This is an optimization exercise on Yosys and OpenROAD, whose aim is small area and few clock cycles, not a production implementation.
The RTL was checked by simulation tests, not by an equivalence proof against the original design.

### design/flow/config.mk
export PLATFORM = sky130hd
export DESIGN_NAME = CONV_ACC
export DESIGN_NICKNAME = CONV_ACC
export VERILOG_FILES = /design/flow/design.v
export SDC_FILE = /design/flow/constraint.sdc
export NUM_CORES = 8
export LEC_CHECK = 0
export CAP_MARGIN = 20
export CORE_MARGIN = 2
export CORE_UTILIZATION = 40
export SLEW_MARGIN = 20
### design/flow/constraint.sdc
create_clock -name core_clock -period 12.0 [get_ports {clk}]
set_input_delay 2.4000 -clock core_clock [delete_from_list [all_inputs] [get_ports {clk}]]
set_output_delay 2.4000 -clock core_clock [all_outputs]
set_load 0.01 [all_outputs]
### design/flow/design.v
module ADD_APPROX #(
    parameter bitWidth = 16, parameter approxBits = 6
)(
    input signed [bitWidth-1:0] A,
    input signed [bitWidth-1:0] B,
    input signed Cin,
    output signed [bitWidth-1:0] Sum,
    output signed Cout
);
    wire [bitWidth:0] carry_internal;
    genvar i;
    generate
        for (i = 0; i < approxBits; i = i + 1) begin : approx
            AdderIMPACTThirdApproxOneBit approxInstances (
                .A(A[i]),
                .B(B[i]),
                .Sum(Sum[i]),
                .Cin(carry_internal[i]),
                .Cout(carry_internal[i+1])
            );
        end
    endgenerate
    generate
        for (i = approxBits; i < bitWidth; i = i + 1) begin : accurate
            AdderAccurateOneBit accurateInstances (
                .A(A[i]),
                .B(B[i]),
                .Sum(Sum[i]),
                .Cin(carry_internal[i]),
                .Cout(carry_internal[i+1])
            );
        end
    endgenerate
    assign carry_internal[0] = Cin;
    assign Cout = (A[bitWidth-1] == B[bitWidth-1]) ? A[bitWidth-1] : Sum[bitWidth-1];
endmodule
module AdderIMPACTThirdApproxOneBit (
    input A,
    input B,
    input Cin,
    output Sum,
    output Cout
);
    assign Cout = A;
    assign Sum = B;
endmodule
module AdderAccurateOneBit (
    input A,
    input B,
    input Cin,
    output Sum,
    output Cout
);
    wire axorb;
    assign axorb = A ^ B;
    assign Sum = axorb ^ Cin;
    assign Cout = (axorb & Cin) | (A & B);
endmodule
module PSUM_ADD #(
    parameter data_width = 25,
    parameter approx_bits = 6
) (
    input clk,
    input rst_n,
    input signed [data_width-1:0] pe0_data,
    input signed [data_width-1:0] pe1_data,
    input signed [data_width-1:0] pe2_data,
    input signed [data_width-1:0] pe3_data,
    input signed [data_width-1:0] fifo_data,
    output signed [data_width-1:0] out
);
    reg signed [data_width-1:0] psum0;
    reg signed [data_width-1:0] psum1;
    reg signed [data_width-1:0] psum2;
    reg signed [data_width-1:0] out_r;
    wire signed [data_width-1:0] adderl0_output [1:0];
    wire signed [data_width-1:0] adderl1_output;
    wire signed [data_width-1:0] adderl2_output;
    assign out = out_r;
    always @(posedge clk or negedge rst_n) begin
        if (!rst_n) begin
            psum0 <= 0;
            psum1 <= 0;
            psum2 <= 0;
            out_r   <= 0;
        end else begin
            psum0 <= adderl0_output[0];
            psum1 <= adderl0_output[1];
            psum2 <= adderl1_output;
            out_r <= adderl2_output;
        end
    end
    ADD_APPROX #(
    .bitWidth(data_width), 
    .approxBits(approx_bits)
    ) 
    ADD0_LAYER0 (
        .A(pe0_data),
        .B(pe1_data),
        .Cin(1'b0),
        .Sum(adderl0_output[0])
    );
    ADD_APPROX #(
    .bitWidth(data_width), 
    .approxBits(approx_bits)
    ) 
    ADD1_LAYER0 (
        .A(pe2_data),
        .B(pe3_data),
        .Cin(1'b0),
        .Sum(adderl0_output[1])
    );
    ADD_APPROX #(
    .bitWidth(data_width), 
    .approxBits(approx_bits)
    ) 
    ADD0_LAYER1 (
        .A(psum0),
        .B(psum1),
        .Cin(1'b0),
        .Sum(adderl1_output)
    );
    ADD_APPROX #(
    .bitWidth(data_width), 
    .approxBits(approx_bits)
    ) 
    ADD0_LAYER2 (
        .A(psum2),
        .B(fifo_data),
        .Cin(1'b0),
        .Sum(adderl2_output)
    );
endmodule
module SYNCH_FIFO #(
    parameter data_width = 25,
    parameter addr_width = 8,
    parameter depth      = 61
) (
    input clk,
    input rd_en,
    input wr_en,
    input rst_n,
    output empty,
    output full,
    output reg [data_width-1:0] data_out,
    input [data_width-1:0] data_in
);
    reg [addr_width:0] cnt;
    reg [data_width-1:0] fifo_mem [0:depth-1];
    reg [addr_width-1:0] rd_ptr;
    reg [addr_width-1:0] wr_ptr;
    assign empty = (cnt == 0);
    assign full  = (cnt == depth);
    always @(posedge clk or negedge rst_n) begin
        if (!rst_n)
            rd_ptr   <= 0;
        else if (rd_en && !empty) begin
            if (rd_ptr == depth-1)
                rd_ptr <= 0;
            else
                rd_ptr <= rd_ptr + 1;
        end else 
            rd_ptr <= rd_ptr;
    end
    always @(posedge clk or negedge rst_n) begin
        if (!rst_n) 
            data_out <= 0;
        else if (rd_en && !empty)
            data_out <= fifo_mem[rd_ptr];
    end
    always @(posedge clk or negedge rst_n) begin
        if (!rst_n)
            wr_ptr <= 0;
        else if (wr_en  && !full) begin
            if (wr_ptr == depth-1)
                wr_ptr <= 0;
            else
                wr_ptr <= wr_ptr + 1;
        end else 
            wr_ptr <= wr_ptr;
    end
    always @(posedge clk) begin
        if (wr_en  & ~full)
            fifo_mem[wr_ptr] <= data_in;
    end
    always @(posedge clk or negedge rst_n) begin
        if (!rst_n)
            cnt <= 0;
        else begin
            case ({wr_en, rd_en})
                2'b00: cnt <= cnt;
                2'b01: cnt <= !empty ? cnt-1 : cnt;
                2'b10: cnt <= !full  ? cnt+1 : cnt;
                2'b11: cnt <= cnt;
            endcase
        end
    end
endmodule
module PSUM_BUFF #(
    parameter data_width = 25,
    parameter addr_width = 8,
    parameter depth      = 61,
    parameter approx_bits = 6
) (
    input clk,
    input rst_n,
    input p_valid_data,
    input p_write_zero,
    input p_init,
    input odd_cnt,
    input signed [data_width-1:0] pe0_data,
    input signed [data_width-1:0] pe1_data,
    input signed [data_width-1:0] pe2_data,
    input signed [data_width-1:0] pe3_data,
    output [data_width-1:0] fifo_out,
    output valid_fifo_out
);
    reg  [data_width-1:0] fifo_in0;
    reg  [data_width-1:0] fifo_in1;
    wire signed [data_width-1:0] adder_out;
    wire empty0, full0;
    wire empty1, full1;
    reg fifo_rd_en0;
    reg fifo_wr_en0;
    reg fifo_rd_en1;
    reg fifo_wr_en1;
    reg d_odd_cnt;
    always @(posedge clk or negedge rst_n) begin
        if (!rst_n)
            d_odd_cnt <= 0;
        else 
            d_odd_cnt <= odd_cnt;
    end
    reg [3-1:0] p_valid;
    reg [3-1:0] p_write_zero_reg;
    reg [data_width-1:0] fifo_out_i;
    reg [data_width-1:0] fifo_out_a;
    wire [data_width-1:0] fifo_out_i0;
    wire [data_width-1:0] fifo_out_i1;
    always @(*) begin
        if (!rst_n) begin
            fifo_out_i = 0;
            fifo_out_a = 0;
        end else if (~d_odd_cnt) begin
            fifo_out_i = fifo_out_i1;
            fifo_out_a = fifo_out_i0;
        end else begin
            fifo_out_i = fifo_out_i0;
            fifo_out_a = fifo_out_i1;
        end
    end
    assign valid_fifo_out = p_write_zero_reg;
    assign fifo_out = fifo_out_i[data_width-1] ? 0 : fifo_out_i;
    wire write_zero;
    assign write_zero = p_write_zero || p_write_zero_reg;
    always @(*) begin
        if (!rst_n) begin
            fifo_rd_en0 = 0;
            fifo_wr_en0 = 0;
            fifo_rd_en1 = 0;
            fifo_wr_en1 = 0;
            fifo_in0 = 0;
            fifo_in1 = 0;
        end else if (p_init) begin
            fifo_rd_en0 = 0;
            fifo_wr_en0 = 1;
            fifo_rd_en1 = 0;
            fifo_wr_en1 = 1;
            fifo_in0 = 0;
            fifo_in1 = 0;
        end else if (write_zero & d_odd_cnt) begin
            fifo_rd_en0 = p_write_zero;
            fifo_wr_en0 = p_write_zero_reg;
            fifo_rd_en1 = p_valid[0];
            fifo_wr_en1 = p_valid[2];
            fifo_in0 = 0;
            fifo_in1 = adder_out;
        end else if (write_zero & ~d_odd_cnt) begin
            fifo_rd_en1 = p_write_zero;
            fifo_wr_en1 = p_write_zero_reg;
            fifo_rd_en0 = p_valid[0];
            fifo_wr_en0 = p_valid[2];
            fifo_in1 = 0;
            fifo_in0 = adder_out;
        end else if (~d_odd_cnt & ~write_zero) begin
            fifo_rd_en1 = 0;
            fifo_wr_en1 = 0;
            fifo_rd_en0 = p_valid[0];
            fifo_wr_en0 = p_valid[2];
            fifo_in1 = 0;
            fifo_in0 = adder_out;
        end else if (d_odd_cnt & ~write_zero) begin
            fifo_rd_en0 = 0;
            fifo_wr_en0 = 0;
            fifo_rd_en1 = p_valid[0];
            fifo_wr_en1 = p_valid[2];
            fifo_in0 = 0;
            fifo_in1 = adder_out;
        end else begin
            fifo_rd_en0 = 0;
            fifo_wr_en0 = 0;
            fifo_rd_en1 = 0;
            fifo_wr_en1 = 0;
            fifo_in0 = 0;
            fifo_in1 = 0;
        end
    end
    always @(posedge clk or negedge rst_n) begin
        if (!rst_n)
            p_valid <= 3'b0;
        else 
            p_valid <= {p_valid[1:0], p_valid_data};
    end
    always @(posedge clk or negedge rst_n) begin
        if (!rst_n)
            p_write_zero_reg <= 1'b0;
        else 
            p_write_zero_reg <= p_write_zero;
    end
    PSUM_ADD #(
        .data_width(data_width),
        .approx_bits(approx_bits)
    ) adder_tree (
        .clk(clk),
        .rst_n(rst_n),
        .pe0_data(pe0_data),
        .pe1_data(pe1_data),
        .pe2_data(pe2_data),
        .pe3_data(pe3_data),
        .fifo_data(fifo_out_a),
        .out(adder_out)
    );
    SYNCH_FIFO #(
        .data_width(data_width),
        .addr_width(addr_width),
        .depth(depth)
    ) synch_fifo0 (
        .clk(clk),
        .rd_en(fifo_rd_en0),
        .wr_en(fifo_wr_en0),
        .rst_n(rst_n),
        .empty(empty0),
        .full(full0),
        .data_out(fifo_out_i0),
        .data_in(fifo_in0)
    );
    SYNCH_FIFO #(
        .data_width(data_width),
        .addr_width(addr_width),
        .depth(depth)
    ) synch_fifo1 (
        .clk(clk),
        .rd_en(fifo_rd_en1),
        .wr_en(fifo_wr_en1),
        .rst_n(rst_n),
        .empty(empty1),
        .full(full1),
        .data_out(fifo_out_i1),
        .data_in(fifo_in1)
    );
endmodule
module WRITE_BACK #(
    parameter data_width = 25,
    parameter depth = 61
) (
    input  clk,
    input  rst_n,
    input  start_init,
    input  p_filter_end,
    input  [data_width-1:0] row0,
    input  row0_valid,
    input  [data_width-1:0] row1,
    input  row1_valid,
    input  [data_width-1:0] row2,
    input  row2_valid,
    input  [data_width-1:0] row3,
    input  row3_valid,
    input  [data_width-1:0] row4,
    input  row4_valid,
    output p_write_zero0,
    output p_write_zero1,
    output p_write_zero2,
    output p_write_zero3,
    output p_write_zero4,
    output p_init,
    output [data_width-1:0] out_port0,
    output [data_width-1:0] out_port1,
    output port0_valid,
    output port1_valid,
    output start_conv,
    output odd_cnt
);
    localparam IDLE         = 4'd0;
    localparam INIT_BUFF    = 4'd1;
    localparam START_CONV   = 4'd2;
    localparam WAIT_ADD     = 4'd3;
    localparam WAIT_WRITE0    = 4'd4;
    localparam ROW_0_1      = 4'd5;
    localparam CLEAR_0_1    = 4'd6;
    localparam ROW_2_3      = 4'd7;
    localparam CLEAR_2_3    = 4'd8;
    localparam ROW_5        = 4'd9;
    localparam CLEAR_START_CONV = 4'd10;
    localparam CLEAR_CNT    = 4'd11;
    reg [3:0] st_next;
    reg [3:0] st_cur;
    reg [7:0] cnt;
    always @(posedge clk or negedge rst_n) begin
        if (!rst_n)
            st_cur <= IDLE;
        else 
            st_cur <= st_next;
    end
    always @(*) begin
        st_next = st_cur;
        case(st_cur)
            IDLE:
                if (start_init)
                    st_next = INIT_BUFF;
                else
                    st_next = IDLE;
            INIT_BUFF:
                if (cnt == depth-1)
                    st_next = START_CONV;
                else
                    st_next = INIT_BUFF;
            START_CONV:
                if (cnt >= depth+2)
                    st_next = CLEAR_START_CONV;
                else 
                    st_next = START_CONV;
            CLEAR_START_CONV:
                if (p_filter_end)
                    st_next = WAIT_ADD;
                else
                    st_next = CLEAR_START_CONV;
            WAIT_ADD:
                if (cnt == depth-1)
                    st_next = WAIT_WRITE0;
                else
                    st_next = WAIT_ADD;
            WAIT_WRITE0:
                st_next = CLEAR_CNT;
            CLEAR_CNT:
                st_next = ROW_0_1;
            ROW_0_1:
                if (cnt == depth-1)
                    st_next = CLEAR_0_1;
                else
                    st_next = ROW_0_1;
            CLEAR_0_1:
                st_next = ROW_2_3;
            ROW_2_3:
                if (cnt == depth-1)
                    st_next = CLEAR_2_3;
                else
                    st_next = ROW_2_3;
            CLEAR_2_3:
                st_next = ROW_5;
            ROW_5:
                if (cnt == depth-1)
                    st_next = CLEAR_START_CONV;
                else
                    st_next = ROW_5;
            default:
                st_next = IDLE;  
        endcase
    end
    reg p_write_zero0_r;
    reg p_write_zero1_r;
    reg p_write_zero2_r;
    reg p_write_zero3_r;
    reg p_write_zero4_r;
    reg p_init_r;
    reg [data_width-1:0] out_port0_r;
    reg [data_width-1:0] out_port1_r;
    reg port0_valid_r;
    reg port1_valid_r;
    reg start_conv_r;
    always @(posedge clk or negedge rst_n) begin
        if (!rst_n)
            start_conv_r <= 0;
        else if (st_cur == START_CONV || st_cur == CLEAR_CNT)
            start_conv_r <= 1;
        else
            start_conv_r <= 0;
    end
    assign start_conv = start_conv_r;
    reg odd_cnt_r;
    always @(posedge clk or negedge rst_n) begin
        if (!rst_n)
            odd_cnt_r <= 0;
        else if (st_cur == CLEAR_CNT)
            odd_cnt_r <= ~odd_cnt;
        else
            odd_cnt_r <= odd_cnt;
    end
    assign odd_cnt = odd_cnt_r;
    always @(posedge clk or negedge rst_n) begin
        if (!rst_n) begin
            p_write_zero0_r <= 0;
            p_write_zero1_r <= 0;
        end else if (st_cur == ROW_0_1) begin
            p_write_zero0_r <= 1;  
            p_write_zero1_r <= 1;
        end else begin
            p_write_zero0_r <= 0;
            p_write_zero1_r <= 0;
        end
    end
    always @(posedge clk or negedge rst_n) begin
        if (!rst_n) begin
            p_write_zero2_r <= 0;
            p_write_zero3_r <= 0;
        end else if (st_cur == ROW_2_3) begin
            p_write_zero2_r <= 1;  
            p_write_zero3_r <= 1;
        end else begin
            p_write_zero2_r <= 0;
            p_write_zero3_r <= 0;
        end
    end
    always @(posedge clk or negedge rst_n) begin
        if (!rst_n) begin
            p_write_zero4_r <= 0;
        end else if (st_cur == ROW_5) begin
            p_write_zero4_r <= 1;  
        end else begin
            p_write_zero4_r <= 0;
        end
    end
    assign p_write_zero0 = p_write_zero0_r;
    assign p_write_zero1 = p_write_zero1_r;
    assign p_write_zero2 = p_write_zero2_r;
    assign p_write_zero3 = p_write_zero3_r;
    assign p_write_zero4 = p_write_zero4_r;   
    always @(posedge clk or negedge rst_n) begin
        if (!rst_n)
            p_init_r <= 0;
        else if (st_cur == INIT_BUFF)
            p_init_r <= 1;
        else
            p_init_r <= 0;
    end
    assign p_init = p_init_r;
    always @(posedge clk or negedge rst_n) begin
        if (!rst_n)
            cnt <= 0;
        else if (st_cur == IDLE || st_cur == CLEAR_0_1  || st_cur == CLEAR_START_CONV
            || st_cur == CLEAR_2_3 || st_cur == CLEAR_CNT)
            cnt <= 0;
        else 
            cnt <= cnt + 1;
    end
    always @(posedge clk or negedge rst_n) begin
        if (!rst_n) begin
            out_port0_r <= 0;
            out_port1_r <= 0;
            port0_valid_r <= 0;
            port1_valid_r <= 0;
        end else begin
            case({row0_valid, row1_valid, row2_valid, row3_valid, row4_valid})
                5'b11000 : begin
                    out_port0_r <= row0;
                    out_port1_r <= row1;
                    port0_valid_r <= row0_valid;
                    port1_valid_r <= row1_valid;
                end
                5'b00110 : begin
                    out_port0_r <= row2;
                    out_port1_r <= row3;
                    port0_valid_r <= row2_valid;
                    port1_valid_r <= row3_valid;
                end
                5'b00001 : begin
                    out_port0_r <= row4;
                    out_port1_r <= 0;
                    port0_valid_r <= row4_valid;
                    port1_valid_r <= 0;
                end
                default : begin
                    out_port0_r <= 0;
                    out_port1_r <= 0;
                    port0_valid_r <= 0;
                    port1_valid_r <= 0;
                end    
            endcase
        end
    end
    assign out_port0 = out_port0_r;
    assign out_port1 = out_port1_r;
    assign port0_valid = port0_valid_r;
    assign port1_valid = port1_valid_r;
endmodule
module PE #(
    parameter approx_bits = 6
)(
    input clk,
    input rst_n,
    input signed [7:0] ifm_input0,
    input signed [7:0] ifm_input1,
    input signed [7:0] ifm_input2,
    input signed [7:0] ifm_input3,
    input signed [7:0] wgt_input0,
    input signed [7:0] wgt_input1,
    input signed [7:0] wgt_input2,
    input signed [7:0] wgt_input3,
    output reg signed [24:0] p_sum
);
reg signed [15:0] product [3:0];
reg signed [16:0] pp_sum [1:0];
wire signed [16:0] adderl0_output [1:0];
wire signed [17:0] adderl1_output;
integer i;
integer j;
always @(posedge clk or negedge rst_n) begin
    if (!rst_n) begin  
        for(i = 0; i < 4; i = i + 1) 
        begin
            product[i] <= 0;
        end
        for(j = 0; j < 2; j = j + 1) 
        begin
            pp_sum[j] <= 0;
        end
        p_sum <= 0;
    end
    else begin  
        product[0] <= ifm_input0 * wgt_input0;
        product[1] <= ifm_input1 * wgt_input1;
        product[2] <= ifm_input2 * wgt_input2;
        product[3] <= ifm_input3 * wgt_input3;
        pp_sum[0] <= adderl0_output[0];
        pp_sum[1] <= adderl0_output[1];
        p_sum[17:0] <= adderl1_output;
        p_sum[18] <= adderl1_output[17];
        p_sum[19] <= adderl1_output[17];
        p_sum[20] <= adderl1_output[17];
        p_sum[21] <= adderl1_output[17];
        p_sum[22] <= adderl1_output[17];
        p_sum[23] <= adderl1_output[17];
        p_sum[24] <= adderl1_output[17];
    end
end
ADD_APPROX #(
    .bitWidth(16), 
    .approxBits(approx_bits)
    ) 
ADD0_LAYER0 (
    .A(product[0]),
    .B(product[1]),
    .Cin(1'b0),
    .Sum(adderl0_output[0][15:0]),
    .Cout(adderl0_output[0][16])
);
ADD_APPROX #(
    .bitWidth(16), 
    .approxBits(approx_bits)
    ) 
ADD1_LAYER0 (
    .A(product[2]),
    .B(product[3]),
    .Cin(1'b0),
    .Sum(adderl0_output[1][15:0]),
    .Cout(adderl0_output[1][16])
);
ADD_APPROX #(
    .bitWidth(17), 
    .approxBits(approx_bits)
    ) 
ADD0_LAYER1 (
    .A(pp_sum[0]),
    .B(pp_sum[1]),
    .Cin(1'b0),
    .Sum(adderl1_output[16:0]),
    .Cout(adderl1_output[17])
);
endmodule
module IFM_BUF (
    input clk,
    input rst_n,
    input ifm_read,
    input signed [7:0] ifm_input,
    output signed [7:0] ifm_buf0,
    output signed [7:0] ifm_buf1,
    output signed [7:0] ifm_buf2,
    output signed [7:0] ifm_buf3
);
reg signed [7:0] ifm_buf [3:0];
integer i;
always @(posedge clk or negedge rst_n) begin
    if (!rst_n) begin  
        for(i = 0; i < 4; i = i + 1) begin
            ifm_buf[i] <= 0;
        end
    end
    else begin
        if(ifm_read) begin  
            ifm_buf[3] <= ifm_buf[2];
            ifm_buf[2] <= ifm_buf[1];
            ifm_buf[1] <= ifm_buf[0];
            ifm_buf[0] <= ifm_input;
        end
        else begin  
            ifm_buf[3] <= ifm_buf[3];
            ifm_buf[2] <= ifm_buf[2];
            ifm_buf[1] <= ifm_buf[1];
            ifm_buf[0] <= ifm_buf[0];
        end
    end
end
assign ifm_buf0 = ifm_buf[0];
assign ifm_buf1 = ifm_buf[1];
assign ifm_buf2 = ifm_buf[2];
assign ifm_buf3 = ifm_buf[3];
endmodule
module WGT_BUF (
    input clk,
    input rst_n,
    input wgt_read,
    input signed [7:0] wgt_input,
    output signed [7:0] wgt_buf0,
    output signed [7:0] wgt_buf1,
    output signed [7:0] wgt_buf2,
    output signed [7:0] wgt_buf3
);
reg signed [7:0] wgt_buf [3:0];
integer i;
always @(posedge clk or negedge rst_n) begin
    if (!rst_n) begin  
        for(i = 0; i < 4; i = i + 1) begin
            wgt_buf[i] <= 0;
        end
    end
    else begin
        if(wgt_read) begin  
            wgt_buf[3] <= wgt_buf[2];
            wgt_buf[2] <= wgt_buf[1];
            wgt_buf[1] <= wgt_buf[0];
            wgt_buf[0] <= wgt_input;
        end
        else begin  
            wgt_buf[3] <= wgt_buf[3];
            wgt_buf[2] <= wgt_buf[2];
            wgt_buf[1] <= wgt_buf[1];
            wgt_buf[0] <= wgt_buf[0];
        end
    end
end
assign wgt_buf0 = wgt_buf[0];
assign wgt_buf1 = wgt_buf[1];
assign wgt_buf2 = wgt_buf[2];
assign wgt_buf3 = wgt_buf[3];
endmodule
module PE_FSM (
    input clk,
    input rst_n,
    input start_conv,
    input start_again,
    input [1:0] cfg_ci,
    input [1:0] cfg_co,
    output reg ifm_read,
    output reg wgt_read,
    output reg p_valid_output,
    output reg last_chanel_output,
    output reg end_conv
);
reg [5:0] ci;
reg [5:0] co;
reg [5:0] cnt1;
reg [8:0] cnt2;
reg [4:0] cnt3;
reg [2:0] current_state;
reg [2:0] next_state;
reg p_valid;
reg last_chanel;
reg [2:0] p_valid_i;
reg [2:0] last_chanel_i;
parameter [2:0]
    IDLE = 3'b000,
    S1 = 3'b001,
    S2 = 3'b010,
    FINISH = 3'b100;
parameter[6:0] tile_length =  16;
always @ (posedge clk or negedge rst_n) begin
    if(!rst_n)
        current_state <= IDLE;
    else
        current_state <= next_state;
end
always @(posedge clk or negedge rst_n) begin
    if (!rst_n) begin
        ci <= 0;
        co <= 0;
    end else if(start_conv) begin 
        ci <= ((cfg_ci + 6'b000001) << 3);
        co <= ((cfg_co + 6'b000001) << 3);
    end
end
always @(*) begin
    next_state = 3'bx;
    case(current_state)
        IDLE: begin
            if(start_again)
                next_state = S1;
            else if(start_again && cnt2 == 0 && cnt3 == 0)
                next_state = FINISH;
            else 
                next_state = IDLE;
        end
        S1: begin
            next_state = (cnt1 == 4) ? S2 : S1;
        end
        S2: begin
            if(cnt2 == 0 && cnt1 == 0)
                next_state = IDLE;
            else if(cnt1 == 0)
                next_state = S1;
            else
                next_state = S2;
        end
        default: begin
            next_state = IDLE;
        end
    endcase
end
always @ (posedge clk or negedge rst_n) begin
    if(!rst_n) begin
        cnt1 <= 0;
        cnt2 <= 0;
        cnt3 <= 0;
    end
    else begin
        if(next_state == IDLE)
            cnt1 <= 0;
        else begin  
            if (cnt1 == tile_length + 2)  
                cnt1 <= 0;
            else      
                cnt1 <= cnt1 + 1;
            if(cnt1 == 0) begin  
                if(cnt2 == ci-1)   
                    cnt2 <= 0;
                else
                    cnt2 <= cnt2 + 1;
                if(cnt2 == 0) begin  
                    if(cnt3 == co*15-1)  
                        cnt3 <= 0;
                    else
                        cnt3 <= cnt3 + 1;
                end
                else 
                    cnt3 <= cnt3;
            end
            else
                cnt2 <= cnt2;
        end
    end
end
always @ (posedge clk or negedge rst_n) begin
    if(!rst_n) begin
        {ifm_read, wgt_read, p_valid, last_chanel, end_conv} <= 5'b00000;
    end
    else begin
        {ifm_read, wgt_read, p_valid, last_chanel, end_conv} <= 5'b00000;
        case(next_state)
            IDLE: begin
                {ifm_read, wgt_read, p_valid, last_chanel, end_conv} <= 5'b00000;
            end
            S1: begin
                {ifm_read, wgt_read, end_conv} <= 3'b110;
                p_valid <= (cnt1 < 3) ? 0 : 1;
                last_chanel <= (cnt1 == 3 && cnt2 == 0) ? 1 : 0; 
            end
            S2: begin
                {ifm_read, wgt_read, p_valid, end_conv} <= 4'b1010; 
                last_chanel <= (cnt2 == 0) ? 1 : 0;               
            end
            FINISH: begin
                {ifm_read, wgt_read, p_valid, last_chanel, end_conv} <= 5'b00001;
            end           
            default: begin
                {ifm_read, wgt_read, p_valid, last_chanel, end_conv} <= 5'b00000;
            end
        endcase
    end
end
always @(posedge clk or negedge rst_n) begin
    if (!rst_n) begin
        p_valid_output     <= 0;
        p_valid_i[2]       <= 0;
        p_valid_i[1]       <= 0;
        p_valid_i[0]       <= 0;
        last_chanel_output <= 0; 
        last_chanel_i[2]   <= 0;
        last_chanel_i[1]   <= 0;
        last_chanel_i[0]   <= 0;
    end else begin
        p_valid_output     <= p_valid_i[2];
        p_valid_i[2]       <= p_valid_i[1];
        p_valid_i[1]       <= p_valid_i[0];
        p_valid_i[0]       <= p_valid;
        last_chanel_output <= last_chanel_i[2]; 
        last_chanel_i[2]   <= last_chanel_i[1];
        last_chanel_i[1]   <= last_chanel_i[0];
        last_chanel_i[0]   <= last_chanel;
    end
end
endmodule
module CONV_ACC #(
    parameter out_data_width = 25,
    parameter buf_addr_width = 5,
    parameter buf_depth      = 16,
    parameter approx_bits    = 6
) (
    input  clk,
    input  rst_n,
    input  start_conv,
    input  [1:0] cfg_ci,
    input  [1:0] cfg_co,
    input  [63:0] ifm,
    input  [31:0] weight,
    output [24:0] ofm_port0,
    output [24:0] ofm_port1,
    output ofm_port0_v,
    output ofm_port1_v,
    output ifm_read,
    output wgt_read,
    output end_conv
);
    reg [7:0] rows [0:7];
    always @(*) begin
        rows[0] = ifm[7:0];
        rows[1] = ifm[15:8];
        rows[2] = ifm[23:16];
        rows[3] = ifm[31:24];
        rows[4] = ifm[39:32];
        rows[5] = ifm[47:40];
        rows[6] = ifm[55:48];
        rows[7] = ifm[63:56];
    end
    reg [7:0] wgts [0:3];
    always @(*) begin
        wgts[0] = weight[7:0];
        wgts[1] = weight[15:8];
        wgts[2] = weight[23:16];
        wgts[3] = weight[31:24];
    end
    wire ifm_read_en;
    wire wgt_read_en;
    assign ifm_read = ifm_read_en;
    assign wgt_read = wgt_read_en;
    wire [out_data_width-1:0] pe00_data, pe10_data, pe20_data, pe30_data;
    wire [out_data_width-1:0] pe01_data, pe11_data, pe21_data, pe31_data;
    wire [out_data_width-1:0] pe02_data, pe12_data, pe22_data, pe32_data;
    wire [out_data_width-1:0] pe03_data, pe13_data, pe23_data, pe33_data;
    wire [out_data_width-1:0] pe04_data, pe14_data, pe24_data, pe34_data;
    wire p_filter_end, p_valid_data, start_again;
    PE_FSM pe_fsm ( .clk(clk), .rst_n(rst_n), .start_conv(start_conv), .start_again(start_again), .cfg_ci(cfg_ci), .cfg_co(cfg_co), 
            .ifm_read(ifm_read_en), .wgt_read(wgt_read_en), .p_valid_output(p_valid_data), 
            .last_chanel_output(p_filter_end), .end_conv(end_conv) );  
    wire [7:0] ifm_buf00, ifm_buf01, ifm_buf02, ifm_buf03;
    wire [7:0] ifm_buf10, ifm_buf11, ifm_buf12, ifm_buf13;
    wire [7:0] ifm_buf20, ifm_buf21, ifm_buf22, ifm_buf23;
    wire [7:0] ifm_buf30, ifm_buf31, ifm_buf32, ifm_buf33;
    wire [7:0] ifm_buf40, ifm_buf41, ifm_buf42, ifm_buf43;
    wire [7:0] ifm_buf50, ifm_buf51, ifm_buf52, ifm_buf53;
    wire [7:0] ifm_buf60, ifm_buf61, ifm_buf62, ifm_buf63;
    wire [7:0] ifm_buf70, ifm_buf71, ifm_buf72, ifm_buf73;
	wire [7:0] wgt_buf00, wgt_buf01, wgt_buf02, wgt_buf03;
	wire [7:0] wgt_buf10, wgt_buf11, wgt_buf12, wgt_buf13;
	wire [7:0] wgt_buf20, wgt_buf21, wgt_buf22, wgt_buf23;
	wire [7:0] wgt_buf30, wgt_buf31, wgt_buf32, wgt_buf33;
	IFM_BUF ifm_buf0( .clk(clk), .rst_n(rst_n), .ifm_input(rows[0]), .ifm_read(ifm_read_en), 
	.ifm_buf0(ifm_buf00), .ifm_buf1(ifm_buf01), .ifm_buf2(ifm_buf02), .ifm_buf3(ifm_buf03));
	IFM_BUF ifm_buf1( .clk(clk), .rst_n(rst_n), .ifm_input(rows[1]), .ifm_read(ifm_read_en), 
	.ifm_buf0(ifm_buf10), .ifm_buf1(ifm_buf11), .ifm_buf2(ifm_buf12), .ifm_buf3(ifm_buf13));
	IFM_BUF ifm_buf2( .clk(clk), .rst_n(rst_n), .ifm_input(rows[2]), .ifm_read(ifm_read_en), 
	.ifm_buf0(ifm_buf20), .ifm_buf1(ifm_buf21), .ifm_buf2(ifm_buf22), .ifm_buf3(ifm_buf23));
	IFM_BUF ifm_buf3( .clk(clk), .rst_n(rst_n), .ifm_input(rows[3]), .ifm_read(ifm_read_en), 
	.ifm_buf0(ifm_buf30), .ifm_buf1(ifm_buf31), .ifm_buf2(ifm_buf32), .ifm_buf3(ifm_buf33));
	IFM_BUF ifm_buf4( .clk(clk), .rst_n(rst_n), .ifm_input(rows[4]), .ifm_read(ifm_read_en), 
	.ifm_buf0(ifm_buf40), .ifm_buf1(ifm_buf41), .ifm_buf2(ifm_buf42), .ifm_buf3(ifm_buf43));
	IFM_BUF ifm_buf5( .clk(clk), .rst_n(rst_n), .ifm_input(rows[5]), .ifm_read(ifm_read_en), 
	.ifm_buf0(ifm_buf50), .ifm_buf1(ifm_buf51), .ifm_buf2(ifm_buf52), .ifm_buf3(ifm_buf53));
	IFM_BUF ifm_buf6( .clk(clk), .rst_n(rst_n), .ifm_input(rows[6]), .ifm_read(ifm_read_en), 
	.ifm_buf0(ifm_buf60), .ifm_buf1(ifm_buf61), .ifm_buf2(ifm_buf62), .ifm_buf3(ifm_buf63));
	IFM_BUF ifm_buf7( .clk(clk), .rst_n(rst_n), .ifm_input(rows[7]), .ifm_read(ifm_read_en), 
	.ifm_buf0(ifm_buf70), .ifm_buf1(ifm_buf71), .ifm_buf2(ifm_buf72), .ifm_buf3(ifm_buf73));
	WGT_BUF wgt_buf0( .clk(clk), .rst_n(rst_n), .wgt_input(wgts[0]), .wgt_read(wgt_read_en), 
	.wgt_buf0(wgt_buf00), .wgt_buf1(wgt_buf01), .wgt_buf2(wgt_buf02), .wgt_buf3(wgt_buf03));
	WGT_BUF wgt_buf1( .clk(clk), .rst_n(rst_n), .wgt_input(wgts[1]), .wgt_read(wgt_read_en), 
	.wgt_buf0(wgt_buf10), .wgt_buf1(wgt_buf11), .wgt_buf2(wgt_buf12), .wgt_buf3(wgt_buf13));
	WGT_BUF wgt_buf2( .clk(clk), .rst_n(rst_n), .wgt_input(wgts[2]), .wgt_read(wgt_read_en), 
	.wgt_buf0(wgt_buf20), .wgt_buf1(wgt_buf21), .wgt_buf2(wgt_buf22), .wgt_buf3(wgt_buf23));
	WGT_BUF wgt_buf3( .clk(clk), .rst_n(rst_n), .wgt_input(wgts[3]), .wgt_read(wgt_read_en), 
	.wgt_buf0(wgt_buf30), .wgt_buf1(wgt_buf31), .wgt_buf2(wgt_buf32), .wgt_buf3(wgt_buf33));
	PE #(.approx_bits(approx_bits)) pe00( .clk(clk), .rst_n(rst_n), .ifm_input0(ifm_buf00), .ifm_input1(ifm_buf01), .ifm_input2(ifm_buf02), .ifm_input3(ifm_buf03), 
	.wgt_input0(wgt_buf00), .wgt_input1(wgt_buf01), .wgt_input2(wgt_buf02), .wgt_input3(wgt_buf03), .p_sum(pe00_data) );
	PE #(.approx_bits(approx_bits)) pe01( .clk(clk), .rst_n(rst_n), .ifm_input0(ifm_buf10), .ifm_input1(ifm_buf11), .ifm_input2(ifm_buf12), .ifm_input3(ifm_buf13), 
	.wgt_input0(wgt_buf00), .wgt_input1(wgt_buf01), .wgt_input2(wgt_buf02), .wgt_input3(wgt_buf03), .p_sum(pe01_data) );
	PE #(.approx_bits(approx_bits)) pe02( .clk(clk), .rst_n(rst_n), .ifm_input0(ifm_buf20), .ifm_input1(ifm_buf21), .ifm_input2(ifm_buf22), .ifm_input3(ifm_buf23), 
	.wgt_input0(wgt_buf00), .wgt_input1(wgt_buf01), .wgt_input2(wgt_buf02), .wgt_input3(wgt_buf03), .p_sum(pe02_data) );
	PE #(.approx_bits(approx_bits)) pe03( .clk(clk), .rst_n(rst_n), .ifm_input0(ifm_buf30), .ifm_input1(ifm_buf31), .ifm_input2(ifm_buf32), .ifm_input3(ifm_buf33), 
	.wgt_input0(wgt_buf00), .wgt_input1(wgt_buf01), .wgt_input2(wgt_buf02), .wgt_input3(wgt_buf03), .p_sum(pe03_data) );
	PE #(.approx_bits(approx_bits)) pe04( .clk(clk), .rst_n(rst_n), .ifm_input0(ifm_buf40), .ifm_input1(ifm_buf41), .ifm_input2(ifm_buf42), .ifm_input3(ifm_buf43), 
	.wgt_input0(wgt_buf00), .wgt_input1(wgt_buf01), .wgt_input2(wgt_buf02), .wgt_input3(wgt_buf03), .p_sum(pe04_data) );
	PE #(.approx_bits(approx_bits)) pe10( .clk(clk), .rst_n(rst_n), .ifm_input0(ifm_buf10), .ifm_input1(ifm_buf11), .ifm_input2(ifm_buf12), .ifm_input3(ifm_buf13), 
	.wgt_input0(wgt_buf10), .wgt_input1(wgt_buf11), .wgt_input2(wgt_buf12), .wgt_input3(wgt_buf13), .p_sum(pe10_data) );
	PE #(.approx_bits(approx_bits)) pe11( .clk(clk), .rst_n(rst_n), .ifm_input0(ifm_buf20), .ifm_input1(ifm_buf21), .ifm_input2(ifm_buf22), .ifm_input3(ifm_buf23), 
	.wgt_input0(wgt_buf10), .wgt_input1(wgt_buf11), .wgt_input2(wgt_buf12), .wgt_input3(wgt_buf13), .p_sum(pe11_data) );
	PE #(.approx_bits(approx_bits)) pe12( .clk(clk), .rst_n(rst_n), .ifm_input0(ifm_buf30), .ifm_input1(ifm_buf31), .ifm_input2(ifm_buf32), .ifm_input3(ifm_buf33), 
	.wgt_input0(wgt_buf10), .wgt_input1(wgt_buf11), .wgt_input2(wgt_buf12), .wgt_input3(wgt_buf13), .p_sum(pe12_data) );
	PE #(.approx_bits(approx_bits)) pe13( .clk(clk), .rst_n(rst_n), .ifm_input0(ifm_buf40), .ifm_input1(ifm_buf41), .ifm_input2(ifm_buf42), .ifm_input3(ifm_buf43), 
	.wgt_input0(wgt_buf10), .wgt_input1(wgt_buf11), .wgt_input2(wgt_buf12), .wgt_input3(wgt_buf13), .p_sum(pe13_data) );
	PE #(.approx_bits(approx_bits)) pe14( .clk(clk), .rst_n(rst_n), .ifm_input0(ifm_buf50), .ifm_input1(ifm_buf51), .ifm_input2(ifm_buf52), .ifm_input3(ifm_buf53), 
	.wgt_input0(wgt_buf10), .wgt_input1(wgt_buf11), .wgt_input2(wgt_buf12), .wgt_input3(wgt_buf13), .p_sum(pe14_data) );
	PE #(.approx_bits(approx_bits)) pe20( .clk(clk), .rst_n(rst_n), .ifm_input0(ifm_buf20), .ifm_input1(ifm_buf21), .ifm_input2(ifm_buf22), .ifm_input3(ifm_buf23), 
	.wgt_input0(wgt_buf20), .wgt_input1(wgt_buf21), .wgt_input2(wgt_buf22), .wgt_input3(wgt_buf23), .p_sum(pe20_data) );
	PE #(.approx_bits(approx_bits)) pe21( .clk(clk), .rst_n(rst_n), .ifm_input0(ifm_buf30), .ifm_input1(ifm_buf31), .ifm_input2(ifm_buf32), .ifm_input3(ifm_buf33), 
	.wgt_input0(wgt_buf20), .wgt_input1(wgt_buf21), .wgt_input2(wgt_buf22), .wgt_input3(wgt_buf23), .p_sum(pe21_data) );
	PE #(.approx_bits(approx_bits)) pe22( .clk(clk), .rst_n(rst_n), .ifm_input0(ifm_buf40), .ifm_input1(ifm_buf41), .ifm_input2(ifm_buf42), .ifm_input3(ifm_buf43), 
	.wgt_input0(wgt_buf20), .wgt_input1(wgt_buf21), .wgt_input2(wgt_buf22), .wgt_input3(wgt_buf23), .p_sum(pe22_data) );
	PE #(.approx_bits(approx_bits)) pe23( .clk(clk), .rst_n(rst_n), .ifm_input0(ifm_buf50), .ifm_input1(ifm_buf51), .ifm_input2(ifm_buf52), .ifm_input3(ifm_buf53), 
	.wgt_input0(wgt_buf20), .wgt_input1(wgt_buf21), .wgt_input2(wgt_buf22), .wgt_input3(wgt_buf23), .p_sum(pe23_data) );
	PE #(.approx_bits(approx_bits)) pe24( .clk(clk), .rst_n(rst_n), .ifm_input0(ifm_buf60), .ifm_input1(ifm_buf61), .ifm_input2(ifm_buf62), .ifm_input3(ifm_buf63), 
	.wgt_input0(wgt_buf20), .wgt_input1(wgt_buf21), .wgt_input2(wgt_buf22), .wgt_input3(wgt_buf23), .p_sum(pe24_data) );
	PE #(.approx_bits(approx_bits)) pe30( .clk(clk), .rst_n(rst_n), .ifm_input0(ifm_buf30), .ifm_input1(ifm_buf31), .ifm_input2(ifm_buf32), .ifm_input3(ifm_buf33), 
	.wgt_input0(wgt_buf30), .wgt_input1(wgt_buf31), .wgt_input2(wgt_buf32), .wgt_input3(wgt_buf33), .p_sum(pe30_data) );
	PE #(.approx_bits(approx_bits)) pe31( .clk(clk), .rst_n(rst_n), .ifm_input0(ifm_buf40), .ifm_input1(ifm_buf41), .ifm_input2(ifm_buf42), .ifm_input3(ifm_buf43), 
	.wgt_input0(wgt_buf30), .wgt_input1(wgt_buf31), .wgt_input2(wgt_buf32), .wgt_input3(wgt_buf33), .p_sum(pe31_data) );
	PE #(.approx_bits(approx_bits)) pe32( .clk(clk), .rst_n(rst_n), .ifm_input0(ifm_buf50), .ifm_input1(ifm_buf51), .ifm_input2(ifm_buf52), .ifm_input3(ifm_buf53), 
	.wgt_input0(wgt_buf30), .wgt_input1(wgt_buf31), .wgt_input2(wgt_buf32), .wgt_input3(wgt_buf33), .p_sum(pe32_data) );
	PE #(.approx_bits(approx_bits)) pe33( .clk(clk), .rst_n(rst_n), .ifm_input0(ifm_buf60), .ifm_input1(ifm_buf61), .ifm_input2(ifm_buf62), .ifm_input3(ifm_buf63), 
	.wgt_input0(wgt_buf30), .wgt_input1(wgt_buf31), .wgt_input2(wgt_buf32), .wgt_input3(wgt_buf33), .p_sum(pe33_data) );
	PE #(.approx_bits(approx_bits)) pe34( .clk(clk), .rst_n(rst_n), .ifm_input0(ifm_buf70), .ifm_input1(ifm_buf71), .ifm_input2(ifm_buf72), .ifm_input3(ifm_buf73), 
	.wgt_input0(wgt_buf30), .wgt_input1(wgt_buf31), .wgt_input2(wgt_buf32), .wgt_input3(wgt_buf33), .p_sum(pe34_data) );	
    wire [out_data_width-1:0] fifo_out[0:4];
    wire valid_fifo_out[0:4];
    wire p_write_zero[0:4];
    wire p_init;
    wire odd_cnt;
    WRITE_BACK #(
        .data_width(out_data_width),
        .depth(buf_depth)
    ) writeback_control (
        .clk(clk),
        .rst_n(rst_n),
        .start_init(start_conv),
        .p_filter_end(p_filter_end),
        .row0(fifo_out[0]),
        .row0_valid(valid_fifo_out[0]),
        .row1(fifo_out[1]),
        .row1_valid(valid_fifo_out[1]),
        .row2(fifo_out[2]),
        .row2_valid(valid_fifo_out[2]),
        .row3(fifo_out[3]),
        .row3_valid(valid_fifo_out[3]),
        .row4(fifo_out[4]),
        .row4_valid(valid_fifo_out[4]),
        .p_write_zero0(p_write_zero[0]),
        .p_write_zero1(p_write_zero[1]),
        .p_write_zero2(p_write_zero[2]),
        .p_write_zero3(p_write_zero[3]),
        .p_write_zero4(p_write_zero[4]),
        .p_init(p_init),
        .out_port0(ofm_port0),
        .out_port1(ofm_port1),
        .port0_valid(ofm_port0_v),
        .port1_valid(ofm_port1_v),
        .start_conv(start_again),
        .odd_cnt(odd_cnt)
    );
    PSUM_BUFF #(
        .data_width(out_data_width),
        .addr_width(buf_addr_width),
        .depth(buf_depth),
        .approx_bits(approx_bits)
    ) psum_buff0 (
        .clk(clk),
        .rst_n(rst_n),
        .p_valid_data(p_valid_data),
        .p_write_zero(p_write_zero[0]),
        .p_init(p_init),
        .odd_cnt(odd_cnt),
        .pe0_data(pe00_data),
        .pe1_data(pe10_data),
        .pe2_data(pe20_data),
        .pe3_data(pe30_data),
        .fifo_out(fifo_out[0]),
        .valid_fifo_out(valid_fifo_out[0])
    );
    PSUM_BUFF #(
        .data_width(out_data_width),
        .addr_width(buf_addr_width),
        .depth(buf_depth),
        .approx_bits(approx_bits)
    ) psum_buff1 (
        .clk(clk),
        .rst_n(rst_n),
        .p_valid_data(p_valid_data),
        .p_write_zero(p_write_zero[1]),
        .p_init(p_init),
        .odd_cnt(odd_cnt),
        .pe0_data(pe01_data),
        .pe1_data(pe11_data),
        .pe2_data(pe21_data),
        .pe3_data(pe31_data),
        .fifo_out(fifo_out[1]),
        .valid_fifo_out(valid_fifo_out[1])
    );
    PSUM_BUFF #(
        .data_width(out_data_width),
        .addr_width(buf_addr_width),
        .depth(buf_depth),
        .approx_bits(approx_bits)
    ) psum_buff2 (
        .clk(clk),
        .rst_n(rst_n),
        .p_valid_data(p_valid_data),
        .p_write_zero(p_write_zero[2]),
        .p_init(p_init),
        .odd_cnt(odd_cnt),
        .pe0_data(pe02_data),
        .pe1_data(pe12_data),
        .pe2_data(pe22_data),
        .pe3_data(pe32_data),
        .fifo_out(fifo_out[2]),
        .valid_fifo_out(valid_fifo_out[2])
    );
    PSUM_BUFF #(
        .data_width(out_data_width),
        .addr_width(buf_addr_width),
        .depth(buf_depth),
        .approx_bits(approx_bits)
    ) psum_buff3 (
        .clk(clk),
        .rst_n(rst_n),
        .p_valid_data(p_valid_data),
        .p_write_zero(p_write_zero[3]),
        .p_init(p_init),
        .odd_cnt(odd_cnt),
        .pe0_data(pe03_data),
        .pe1_data(pe13_data),
        .pe2_data(pe23_data),
        .pe3_data(pe33_data),
        .fifo_out(fifo_out[3]),
        .valid_fifo_out(valid_fifo_out[3])
    );
    PSUM_BUFF #(
        .data_width(out_data_width),
        .addr_width(buf_addr_width),
        .depth(buf_depth),
        .approx_bits(approx_bits)
    ) psum_buff4 (
        .clk(clk),
        .rst_n(rst_n),
        .p_valid_data(p_valid_data),
        .p_write_zero(p_write_zero[4]),
        .p_init(p_init),
        .odd_cnt(odd_cnt),
        .pe0_data(pe04_data),
        .pe1_data(pe14_data),
        .pe2_data(pe24_data),
        .pe3_data(pe34_data),
        .fifo_out(fifo_out[4]),
        .valid_fifo_out(valid_fifo_out[4])
    );
endmodule  
### design/flow/run.sh
#!/bin/bash
# synth_recipe.tcl (not shown) runs the flow's synth.tcl, then flattens the netlist and writes it again
# the make line also repeats each setting of config.mk as NAME=value (left out here)
make -C /OpenROAD-flow-scripts/flow DESIGN_CONFIG=/design/flow/config.mk WORK_HOME=/design/flow/orfs CLKGATE_MAP_FILE= SYNTH_SCRIPT=/design/flow/synth_recipe.tcl finish
==> metrics.csv <==
stage;metric;value;unit
timing;total negative slack;0;ps
synth;Seq/Total Area, Yosys;0.421;
route;DRT Pass-1 Iters;6;
grt;grt met1 use;0.290;
timing;worst slew pin tran;1190;ps
die;row count;392;
placed_design;worst slack, placed;658;ps
layout;area of the multi-input gates;238000;um2
layout;Area Growth Syn to Fin;9.99;%
clock_network;post-cts hold buffer count;0;
worst_hold_path;HP Class;reg2reg;
timing;Fin. Hold Viols;0;
die;Starting Density;0.401;
clock_network;Num CTS Buffers;742;
timing;RSZ-0062 raised after global routing;no;
grt;total gr overflow;0;
layout;post-layout util;0.441;
layout;Layout Nets;42600;
placed_design;gpl congestion;0.877;
flow_run;Max-cap violations;0;
timing;Final setup viols;0;
critical_path;R2R Path End;psum_buff4.adder_tree.out_r[24]$_DFF_PN0_;
critical_path;CP Class;in2reg;
timing;worst setup margin;1840;ps
critical_path;CP required;13070;ps
die;I/O pins;158;
placed_design;placed cell areas;477000;um2
route;# DRC;0;
critical_path;Worst EP arrival;11230;ps
synth;Synth cell types;80;
grt;GR Util met3;0.0345;
route;DR vias;264000;
route;vias per inst;5.17;
grt;first-pass GRT wire length;1790000;um
synth;syn_area_per_cell;13.1;um2
timing;fmax;0.0984;GHz
timing;max-slew violations;0;
grt;vias in the first global route;283000;
timing;Period Utilization, post-route;0.847;
grt;grt met2 use;0.325;
die;Core Area;1140000;um2
synth;Compound-Gate Fraction of Synth Area;0.0295;
clock_network;TritonCTS clock tree;built;
synth;largest family of logic cells by synthesized area;adder cells;
worst_hold_path;hold endpoint;pe31.p_sum[5]$_DFF_PN0_;
grt;initial antenna violation count;127;
route;drt total wl;1180000;um
synth;FFs w/ async S/R, synth;0.419;
route;WL/cell;23.0;um
clock_network;Root Driver;clkbuf_16;
clock_network;number of gates resized after CTS;0;
critical_path;setup slack, reg-to-reg;2500;ps
die;chip width;1070;um
layout;non-filler cells, final;51100;
synth;adder-cell share of the synthesized area;0.290;
clock_network;clock sink count;6888;
critical_path;Setup crit end kind;register;
synth;Gate Count Post-Synth;35000;
critical_path;FF-to-FF path depth;23;
layout;Finished Cell Area;503000;um2
synth;post-synthesis mux area share;0.0830;
timing;final hold slack;301;ps
clock_network;htree depth;6;
synth;dominant synthesized flop cell;edfxtp_1;
synth;XOR/XNOR Fraction of Synth Area;0.0290;
status;status;no timing/DRC/antenna violations;
layout;FILL cells;102000;
critical_path;RR Startpoint;psum_buff3.d_odd_cnt$_DFF_PN0_;
worst_hold_path;WHS Path Cells;0;
grt;largest net degree at the start of global routing;165;
clock_network;Post-CTS Setup Bufs;0;
synth;EDFF count, synth;4000;
layout;sequential cell area;193000;um2
die;die area;1150000;um2
placed_design;dpl hpwl;832000;um
die;Die Y;1070;um
placed_design;PortBufs;153;
layout;share of cells above drive strength 1;0.108;
critical_path;CP Max Fanout;10;
synth;Yosys reg bits;6888;
worst_hold_path;Hold Startpoint;pe31.pp_sum[1][5]$_DFF_PN0_;
clock_network;clock buffer depth;5;
route;Routed Antenna Nets;0;
timing;Max Clock Skew;129;ps
placed_design;placed cells;49500;
clock_network;Worst-path clk slew;60;ps
grt;total global-route track usage;0.205;
clock_network;clock latency on the worst-skew pair;1200;ps
route;1st-iter DRT viols;21500;
synth;post-synthesis simple-gate area fraction;0.0879;
critical_path;kind of start point of the critical path;primary input;
synth;synth warn;19;
synth;mapped cell area;457000;um2
timing;Slew HR;0.187;
timing;final worst path period need;10160;ps
grt;most used routing layer;met2;
-- final cells by class --
cell class,instances,area share
clock buffer,978,0.0408
multi-input combinational,21000,0.473
timing repair buffer,717,0.0117
tap,15200,0.0378
clock inverter,388,0.00960
sequential,6888,0.383
antenna,271,0.00135
inverter,5702,0.0426
-- cells in the final DEF, fill, tap and decap left out, types with 986 or more instances in the layout --
cell         n
fa_1      5200
inv_1     5693
nand2_1   2320
ha_1      2271
edfxtp_1  4000
xnor2_1   1150
dfrtp_1   2819
nor2_1     986
and2_1    2790
mux4_2    1250
-- critical path: stages --
cell and delay, ps:
buf_16 140, inv_6 280, nor2_1 120, fa_1 390, inv_1 100, fa_1 210, inv_1 90, fa_1 450
fa_1 430, fa_1 420, fa_1 430, fa_1 430, fa_1 450, fa_1 430, fa_1 440, fa_1 450
fa_1 430, fa_1 450, fa_1 450, fa_1 440, fa_1 450, fa_1 440, fa_1 420, xor2_1 190
xnor2_1 190
-- logic make-up after synthesis --
kind of cell	Yosys count
buf+inv	7099
fa+ha+maj	7479
other cells	1
simple gates	7784
flops	6888
xor+xnor	1513
compound gates	2078
mux	2146
-- synthesized netlist by cell type (49+ instances only) --
cell	number	share of area
a21o_1	318	0.0052
nor2b_1	125	0.0017
a31oi_1	118	0.0016
o21a_1	121	0.0020
nand3_1	156	0.0017
and3_1	256	0.0035
xnor2_1	1150	0.022
nand2_1	2320	0.019
o21bai_1	50	0.00082
o211ai_1	53	0.00087
o21ai_0	407	0.0045
inv_1	5693	0.047
ha_1	2271	0.062
buf_1	80	0.00066
edfxtp_1	4000	0.26
mux2_2	636	0.016
fa_1	5200	0.23
or2_2	67	0.00092
and2_1	2790	0.038
o311ai_0	49	0.00094
mux4_2	1250	0.062
nor3_1	155	0.0017
nand2b_1	644	0.0088
dfrtp_1	2888	0.16
a21oi_1	536	0.0059
o31ai_1	66	0.0011
nor2_1	1032	0.0085
mux2i_1	260	0.0057
xor2_1	363	0.0070
buf_2	117	0.0013
clkbuf_1	1144	0.0094
-- layer usage --
metal | share of wire | up-vias
li1 | - | 114000
met1 | 0.43 | 141000
met2 | 0.46 | 7691
met3 | 0.067 | 1596
met4 | 0.037 | 50
met5 | 0.00029 | -
-- how the worst max path moves through the flow --
stage                     start                                         to  cells after the start
final                     rst_n  psum_buff4.adder_tree.out_r[24]$_DFF_PN0_                     25
after global routing      rst_n  psum_buff4.adder_tree.out_r[24]$_DFF_PN0_                     25
after CTS                 rst_n  psum_buff4.adder_tree.out_r[24]$_DFF_PN0_                     25
after detailed placement  rst_n  psum_buff4.adder_tree.out_r[24]$_DFF_PN0_                     25
after global placement    rst_n  psum_buff4.adder_tree.out_r[24]$_DFF_PN0_                     25
after floorplan           rst_n  psum_buff3.adder_tree.out_r[24]$_DFF_PN0_                     27
Testbench counts, summed over its fixed seeds: cycles 647,904.

-- afterwards: timing with drivers on the ports --
The results above use ideal ports. As a check the final layout listed here was re-extracted and re-timed, cells and wires unchanged. Step 1, drivers: a clkbuf_16 drives clk and a buf_2 each remaining input, both assumed. Step 2 times the ports against the registers' clock, not the clock port: input delays grow and output delays shrink by t, the midpoint of the rising clock arrivals with the driver on. Slacks: no drivers / after step 1 / after step 2; pairs: no drivers / after step 1.
t, ns: 1.302
setup slack, ns: 1.836 / 1.899 / 0.597
worst setup path at the end: input to register
latest minus earliest clock arrival (ns): 0.153 / 0.153
worst slew at a driven data input, ns: 0.23
After both steps this run still meets setup and hold. The setup slack of this run moves by +0.063 ns with the drivers and by -1.239 ns with both steps.
